This design comes from an exercise in tuning for small area on the open sky130 flow, not from production work.
Only the layout flow was run in this run; the RTL was not checked for function there.
No activity file was given, so power comes from the tool's default toggle rates.

$ cat design/flow/config.mk
export PLATFORM = sky130hd
export DESIGN_NAME = encoder_monitor_wrap
export DESIGN_NICKNAME = encoder_monitor_wrap
export VERILOG_FILES = /design/flow/design.v
export SDC_FILE = /design/flow/constraint.sdc
export NUM_CORES = 4
export LEC_CHECK = 0
export CAP_MARGIN = 20
export CORE_MARGIN = 2
export CORE_UTILIZATION = 40
export SLEW_MARGIN = 20
$ cat design/flow/constraint.sdc
create_clock -name core_clock -period 6.0 [get_ports {clk}]
set_input_delay 1.2000 -clock core_clock [delete_from_list [all_inputs] [get_ports {clk}]]
set_output_delay 1.2000 -clock core_clock [all_outputs]
set_load 0.01 [all_outputs]
$ cat design/flow/design.v
module encoder_monitor (
  input clk,
  input reset,
  input encoder_a,
  input encoder_b,
  input  [ 3:0] CP_AWADDR,
  input  [ 2:0] CP_AWPROT,
  input         CP_AWVALID,
  output        CP_AWREADY,
  input  [63:0] CP_WDATA,
  input  [ 7:0] CP_WSTRB,
  input         CP_WVALID,
  output        CP_WREADY,
  output [ 1:0] CP_BRESP,
  output logic  CP_BVALID,
  input         CP_BREADY,
  input  [ 3:0] CP_ARADDR,
  input  [ 2:0] CP_ARPROT,
  input         CP_ARVALID,
  output        CP_ARREADY,
  output logic [63:0] CP_RDATA,
  output [ 1:0] CP_RRESP,
  output logic  CP_RVALID,
  input         CP_RREADY,
  output logic [63:0] MSG_tdata,
  output logic        MSG_tvalid,
  input               MSG_tready
);
  typedef enum {
    s_idle,
    s_work
  } fsm_states;
  fsm_states  main_fsm;
  logic [1:0] encoder_val;               
  logic [1:0] encoder_val_z;
  logic [1:0] encoder_val_zz;
  logic [1:0] encoder_val_zzz;
  logic [1:0] increment_value;
  logic [1:0] decrement_value;
  logic       change_encoder;
  logic       change_encoder_z;
  logic [63:0] position;
  logic [63:0] new_position;
  logic        set_position;
  function logic[1:0] f_inc_val(logic [1:0] val);
      case (val)
          2'b00 : 
              f_inc_val = 2'b01;
          2'b11 :
              f_inc_val = 2'b10;
          2'b01 :
              f_inc_val = 2'b11;
          default :
              f_inc_val = 2'b00;
      endcase
  endfunction
  function logic[1:0] f_dec_val(logic [1:0] val);
      case (val)
          2'b00 : 
              f_dec_val = 2'b10;
          2'b10 :
              f_dec_val = 2'b11;
          2'b11 :
              f_dec_val = 2'b01;
          default :
              f_dec_val = 2'b00;
      endcase
  endfunction
  assign encoder_val = {encoder_b, encoder_a};
  always_ff @(posedge clk) begin
    encoder_val_zzz <= encoder_val_zz;
    encoder_val_zz <= encoder_val_z;
    encoder_val_z <= encoder_val;
  end
  assign change_encoder = (encoder_val_zzz != encoder_val_zz) ? 1'b1 : 1'b0;
  always_ff @(posedge clk, posedge reset) begin
    if (reset == 1'b1) begin
      main_fsm <= s_idle;
    end else begin
      case (main_fsm)
        s_idle : begin
          increment_value <= f_inc_val(encoder_val_zz);
          decrement_value <= f_dec_val(encoder_val_zz);
          main_fsm <= s_work;
        end
        s_work : begin
          if (change_encoder == 1'b1) begin
            increment_value <= f_inc_val(encoder_val_zz);
            decrement_value <= f_dec_val(encoder_val_zz);
          end
        end
        default: begin
          main_fsm <= s_idle;
        end
      endcase
    end
  end
  always_ff @(posedge clk, posedge reset) begin
    if (reset == 1'b1) begin
      position <= 64'd0;
    end else begin
      if (set_position == 1'b1) begin
        position <= new_position;
      end else if (change_encoder == 1'b1 && encoder_val_zz == increment_value) begin
        position <= position + 'd1;
      end else if (change_encoder == 1'b1 && encoder_val_zz == decrement_value) begin
        position <= position - 'd1;
      end else if (change_encoder == 1'b1) begin
        position <= position;
      end
    end
  end
  always_ff @(posedge clk, posedge reset) begin
    if (reset == 1'b1) begin
      change_encoder_z <= 1'b0;
    end else begin
      change_encoder_z <= change_encoder;
    end
  end
  always_ff @(posedge clk, posedge reset) begin
    if (reset == 1'b1) begin
      MSG_tvalid <= 1'b0;
    end else begin
      if (MSG_tready == 1'b1) begin
        MSG_tvalid <= 1'b0;
      end
      if (change_encoder_z == 1'b1 && (MSG_tvalid == 1'b0 || MSG_tready == 1'b1)) begin
        MSG_tdata <= position;
        MSG_tvalid <= 1'b1;
      end
    end
  end
  assign CP_RRESP = 2'b00;
  assign CP_ARREADY = 1'b1;
  always_ff @(posedge clk, posedge reset) begin
    if (reset == 1'b1) begin
      CP_RVALID <= 1'b0;
    end else begin
      if (CP_RREADY == 1'b1) begin
        CP_RVALID <= 1'b0;
      end
      if (CP_ARVALID == 1'b1) begin
        CP_RVALID <= 1'b1;
        CP_RDATA <= position;
      end
    end
  end
  assign CP_BRESP = 2'b00;
  assign CP_AWREADY = 1'b1;
  assign CP_WREADY = 1'b1;
  always_ff @(posedge clk, posedge reset) begin
    if (reset == 1'b1) begin
      CP_BVALID <= 1'b0;
      set_position <= 1'b0;
    end else begin
      if (CP_WVALID == 1'b1) begin
        CP_BVALID <= 1'b1;
      end else if (CP_BREADY == 1'b1) begin
        CP_BVALID <= 1'b0;
      end
      if (CP_WVALID == 1'b1) begin
        set_position <= 1'b1;
        new_position <= CP_WDATA;
      end else begin
        set_position <= 1'b0;
      end
    end
  end
endmodule
module encoder_monitor_wrap(
  input clk,
  input reset,
  input encoder_a,
  input encoder_b,
  input  [ 3:0] CP_AWADDR,
  input  [ 2:0] CP_AWPROT,
  input         CP_AWVALID,
  output        CP_AWREADY,
  input  [63:0] CP_WDATA,
  input  [ 7:0] CP_WSTRB,
  input         CP_WVALID,
  output        CP_WREADY,
  output [ 1:0] CP_BRESP,
  output        CP_BVALID,
  input         CP_BREADY,
  input  [ 3:0] CP_ARADDR,
  input  [ 2:0] CP_ARPROT,
  input         CP_ARVALID,
  output        CP_ARREADY,
  output [63:0] CP_RDATA,
  output [ 1:0] CP_RRESP,
  output        CP_RVALID,
  input         CP_RREADY,
  output [63:0] tdata,
  output        tvalid,
  input         tready
);
  encoder_monitor encoder_monitor_inst (
    .clk        (clk),
    .reset      (reset),
    .encoder_a  (encoder_a),
    .encoder_b  (encoder_b),
    .CP_AWADDR  (CP_AWADDR),
    .CP_AWPROT  (CP_AWPROT),
    .CP_AWVALID (CP_AWVALID),
    .CP_AWREADY (CP_AWREADY),
    .CP_WDATA   (CP_WDATA),
    .CP_WSTRB   (CP_WSTRB),
    .CP_WVALID  (CP_WVALID),
    .CP_WREADY  (CP_WREADY),
    .CP_BRESP   (CP_BRESP),
    .CP_BVALID  (CP_BVALID),
    .CP_BREADY  (CP_BREADY),
    .CP_ARADDR  (CP_ARADDR),
    .CP_ARPROT  (CP_ARPROT),
    .CP_ARVALID (CP_ARVALID),
    .CP_ARREADY (CP_ARREADY),
    .CP_RDATA   (CP_RDATA),
    .CP_RRESP   (CP_RRESP),
    .CP_RVALID  (CP_RVALID),
    .CP_RREADY  (CP_RREADY),
    .MSG_tdata  (tdata),
    .MSG_tvalid (tvalid),
    .MSG_tready (tready)
  );
endmodule
$ cat design/flow/run.sh
#!/bin/bash
# synth_recipe.tcl (not shown) runs the flow's synth.tcl, then flattens the netlist and writes it again
# the make line also repeats each setting of config.mk as NAME=value (left out here)
make -C /OpenROAD-flow-scripts/flow DESIGN_CONFIG=/design/flow/config.mk WORK_HOME=/design/flow/orfs CLKGATE_MAP_FILE= SYNTH_SCRIPT=/design/flow/synth_recipe.tcl finish
==> reports/qor_table.md <==
| Stage | Metric | This run |
|---|---|---|
| cells and area | Post-route cell area | 16600 um^2 |
| floorplan | Die Width | 185 um |
| worst hold path | Number of cells traversed by the worst hold path | 0 |
| floorplan | Placeable core region | 32500 um^2 |
| setup path | Maximum net fanout on the critical path | 27 |
| clock network | Cts bufs inserted | 28 |
| routing | Routed length per placed instance | 17.7 um |
| sta | Worst Setup Slack, final | 1.20 ns |
| power | Power density cells | 418 nW/um^2 |
| run status | Run status | complete, no violations |
| setup path | Critical Path Start Type | flip-flop |
| sta | Number of setup violations in the final report | 0 |
| global route | Aggregate global routing overflow | 0 |
| cells and area | Number of cells in the finished layout apart from fillers | 1742 |
| setup path | CP endpoint kind | flip-flop |
| sta | Number of hold violations in the final report | 0 |
| placed design | Number of port buffers | 203 |
| logic synthesis | Yosys synthesis warning count | 1 |
| floorplan | I/O pin total | 234 |
| power | Static Leak | 6.18 nW |
| global route | Pin count of the biggest net entering global routing | 88 |
| sta | Unrepaired setup endpoints after global routing | false |
| global route | Number of antenna violations at the first check in global routing | 3 |
| setup path | Critical setup path kind | flip-flop to flip-flop |
| logic synthesis | Unique masters post-synth | 76 |
| global route | Vias in the first global route | 8821 |
| clock network | Longest Clk Path Bufs | 3 |
| global route | GR Util All Layers | 17.9% |
| logic synthesis | Share of the yosys chip area belonging to registers | 59.1% |
| routing | Post-detailed-routing wire length | 30.9 mm |
| placed design | Post-placement worst setup slack | 1.17 ns |
| clock network | Clk pin slew, worst setup/hold paths | 0.06 ns |
| routing | Number of DRC markers in iteration 0 | 583 |
| setup path | Series of cell instances along the critical path | xnor2_1 -> nand2_1 -> nand3_2 -> ha_1 -> and3_1 -> a221oi_1 -> o31a_1 -> a31oi_1 -> o2111ai_1 -> a211oi_2 -> o21ai_1 -> o31ai_1 -> xor2_1 -> a221o_1 |
| sta | Highest clock rate | 208 MHz |
| global route | Global-route wire length before repair | 48.4 mm |
| cells and area | Filler cells | 2854 |
| sta | Slew Limit Fails | 0 |
| sta | Headroom to the max-slew limit | 36.7% |
| cells and area | Total inserted antenna cells | 0 |
| cells and area | Ratio of cells with drive above 1 in the final layout | 9.62% |
| power | Post-route total power | 6.93 mW |
| clock network | Count of hold buffers inserted by post-cts repair | 0 |
| sta | Worst setup skew after layout | 0.0241 ns |
| clock network | TritonCTS sink count | 272 |
| clock network | Clock tree root driver cell | clkbuf_16 |
| routing | Detailed-route vias per instance | 5.16 |
| logic synthesis | Number of synthesized register bits | 272 |
| clock network | Number of buffers inserted by post-CTS setup repair | 0 |
| placed design | Routability-driven placement congestion ratio | 0.872 |
| setup path | Logic depth of the worst register-to-register path | 14 |
| floorplan | Cell row count | 66 |
| run | Number of max-capacitance violations reported | 0 |
| sta | Worst slew pin tran | 0.949 ns |
| sta | TNS Setup | 0 ns |
| logic synthesis | Syn Inst Count | 1080 |
| cells and area | Area of the multi-input gates | 5050 um^2 |
| power | VDD IR max | 0.244 mV |
| setup path | Critical Path Max Stage Delay | 0.66 ns |
| routing | Number of vias in the routed layout | 8988 |
| clock network | Clock Latency Late Sink | 0.56 ns |
| setup path | Critical-path cell with the highest stage delay | ha_1 |
| placed design | Number of placed cells counting well taps | 1690 |
| setup path | WP data required | 6.42 ns |
| floorplan | Initial standard-cell utilization of the core | 40.5% |
| logic synthesis | Top flip-flop cell by instance count after synthesis | edfxtp_1 |
| cells and area | Post-layout nets | 1440 |
| routing | First drt pass iteration count | 5 |
| setup path | Data arrival at the endpoint of the critical path | 5.22 ns |
| floorplan | Chip height | 185 um |
| logic synthesis | Share of async-settable or async-resettable flops after synthesis | 25.7% |
| clock network | Post-cts sizing count | 0 |
| floorplan | Area of the die | 34300 um^2 |
| placed design | Placed standard-cell area | 15600 um^2 |
| placed design | DP Wirelength | 21.7 mm |
| sta | Final Cycle Share | 80.0% |
| clock network | CTS tree | done |
| worst hold path | Worst hold-check path type | flip-flop to flip-flop |
| routing | Antenna Violating Nets Remaining | 0 |
| logic synthesis | Cell area after synthesis | 13100 um^2 |
| logic synthesis | Number of enable-type register cells in the synthesized netlist | 196 |
| clock network | Number of levels in the clock H-tree | 1 |
| sta | Minimum period implied by the final worst setup slack | 4.80 ns |
| cells and area | Area added between synthesis and finish | 26.1% |
| routing | Post-route DRC violation count | 0 |
| logic synthesis | Average size of a mapped cell | 12.2 um^2 |
| cells and area | Area used by sequential logic in the layout | 7760 um^2 |
path summary, 6_finish.rpt:
kind | to | from | slack, ns
hold reg to reg | encoder_monitor_inst.encoder_val_zz[0] | encoder_monitor_inst.encoder_val_z[0] | 0.33
max in group asynchronous | encoder_monitor_inst.position[19] | reset | 3.62
setup / recovery | encoder_monitor_inst.position[57] | encoder_monitor_inst.encoder_val_zz[1] | 1.20
hold / removal | encoder_monitor_inst.encoder_val_zz[0] | encoder_monitor_inst.encoder_val_z[0] | 0.33
min in group asynchronous | encoder_monitor_inst.change_encoder_z | reset | 1.44
setup reg to reg | encoder_monitor_inst.position[57] | encoder_monitor_inst.encoder_val_zz[1] | 1.20
flip-flops by register name, indices dropped and copies added (netlist names), 2 cells and up:
name,cells
encoder_monitor_inst.CP_RDATA,64
encoder_monitor_inst.MSG_tdata,64
encoder_monitor_inst.decrement_value,2
encoder_monitor_inst.encoder_val_z,2
encoder_monitor_inst.encoder_val_zz,2
encoder_monitor_inst.encoder_val_zzz,2
encoder_monitor_inst.increment_value,2
encoder_monitor_inst.new_position,64
encoder_monitor_inst.position,64
placed cells by master, fill, tap and decap left out, types with 29 or more instances in the layout:
cell type	count
dfrtp_1	69
nor2_1	74
xor2_1	29
mux2_2	41
xnor2_1	32
a21oi_1	112
o21ai_0	42
clkdlybuf4s50_1	203
ha_1	65
edfxtp_1	196
a21o_1	33
nand2_1	73
power breakdown:
part / internal [mW] / switching [mW] / leakage [nW]
logic: 1.13 / 1.45 / 3.04
clock network: 1.04 / 0.719 / 0.450
registers: 2.37 / 0.215 / 2.69
total: 4.54 / 2.39 / 6.18
cell usage after synthesis, types with 5 or more instances:
master / instances / area share, %
a211oi_1: 7 / 0.40
a21o_1: 33 / 1.9
a21oi_1: 112 / 4.3
a221o_1: 10 / 0.76
a31oi_1: 13 / 0.62
and2_1: 7 / 0.33
and3_1: 8 / 0.38
buf_1: 6 / 0.17
buf_2: 6 / 0.23
buf_4: 10 / 0.57
clkbuf_1: 26 / 0.74
dfrtp_1: 70 / 13
dfxtp_1: 6 / 0.91
edfxtp_1: 196 / 45
ha_1: 65 / 6.2
inv_1: 28 / 0.80
mux2_2: 41 / 3.5
nand2_1: 74 / 2.1
nand3_1: 21 / 0.80
nand4_1: 19 / 0.90
nor2_1: 74 / 2.1
nor2b_1: 15 / 0.71
nor3_1: 16 / 0.61
nor3b_1: 9 / 0.51
nor4_1: 6 / 0.29
o21ai_0: 42 / 1.6
o21ai_1: 9 / 0.34
o21bai_1: 13 / 0.74
o31ai_1: 5 / 0.29
xnor2_1: 32 / 2.1
xor2_1: 29 / 1.9
layout make-up:
class	count	area share, %
Clock inverter	14	1.01
Inverter	29	0.665
Multi-Input combinational cell	732	30.5
Timing Repair Buffer	215	12.9
Tap cell	442	3.34
Clock buffer	38	4.70
Sequential cell	272	46.9
worst max-delay path, delay by kind of cell (launching register included):
family	cells	cell delay (ns)
compound gates	8	2.32
fa+ha+maj	1	0.66
simple gates	3	0.92
xor+xnor	2	0.25
flops	1	0.47
cells by family after synthesis:
| logic type | Yosys count | share of synthesized area, % |
|---|---|---|
| simple gates | 270 | 10.0 |
| buf+inv | 82 | 2.90 |
| xor+xnor | 61 | 4.07 |
| other cells | 2 | 0.0572 |
| fa+ha+maj | 66 | 6.34 |
| compound gates | 284 | 13.9 |
| mux | 43 | 3.67 |
| flops | 272 | 59.1 |
per-stage QoR:
stage | hold slack (ns) | utilization [%]
2_1_floorplan | 0.310 | -
3_3_place_gp | 0.311 | 48.1
3_5_place_dp | 0.318 | 48.1
4_1_cts | 0.332 | 51.0
5_1_grt | 0.342 | 51.0
6_report | 0.328 | 51.0
per-layer routing:
layer | share of wire [%] | GRT usage [%] | vias up
met5 | 0.11 | 0 | -
met4 | 1.6 | 3.17 | 6
li1 | - | - | 4423
met1 | 46 | 24.7 | 4293
met3 | 5.9 | 3.87 | 38
met2 | 46 | 29.3 | 228

what the ideal ports hide:
Ports are ideal in the flow. The routed layout listed here was re-timed in OpenROAD. Step 1, drivers: a clkbuf_16 drives clk and a buf_2 each remaining input, both assumed. Step 2 moves the port delays by t, midway between the first and last clock arrival at a register: inputs arrive t later, outputs are due t later. That takes back most of the time a late clock gives input paths. a / b / c = no drivers / after step 1 / after step 2; a / b = the first two.
t, ns: 0.595
setup WS [ns]: 1.202 / 1.202 / 1.202
worst hold slack (ns): 0.328 / 0.328 / 0.328
clock arrival spread, ns: 0.024 / 0.024
worst register clock-pin slew, ns: 0.06 / 0.06
After both steps this run still meets setup and hold. The setup slack of this run moves by 0.000 ns with the drivers and by 0.000 ns with both steps.
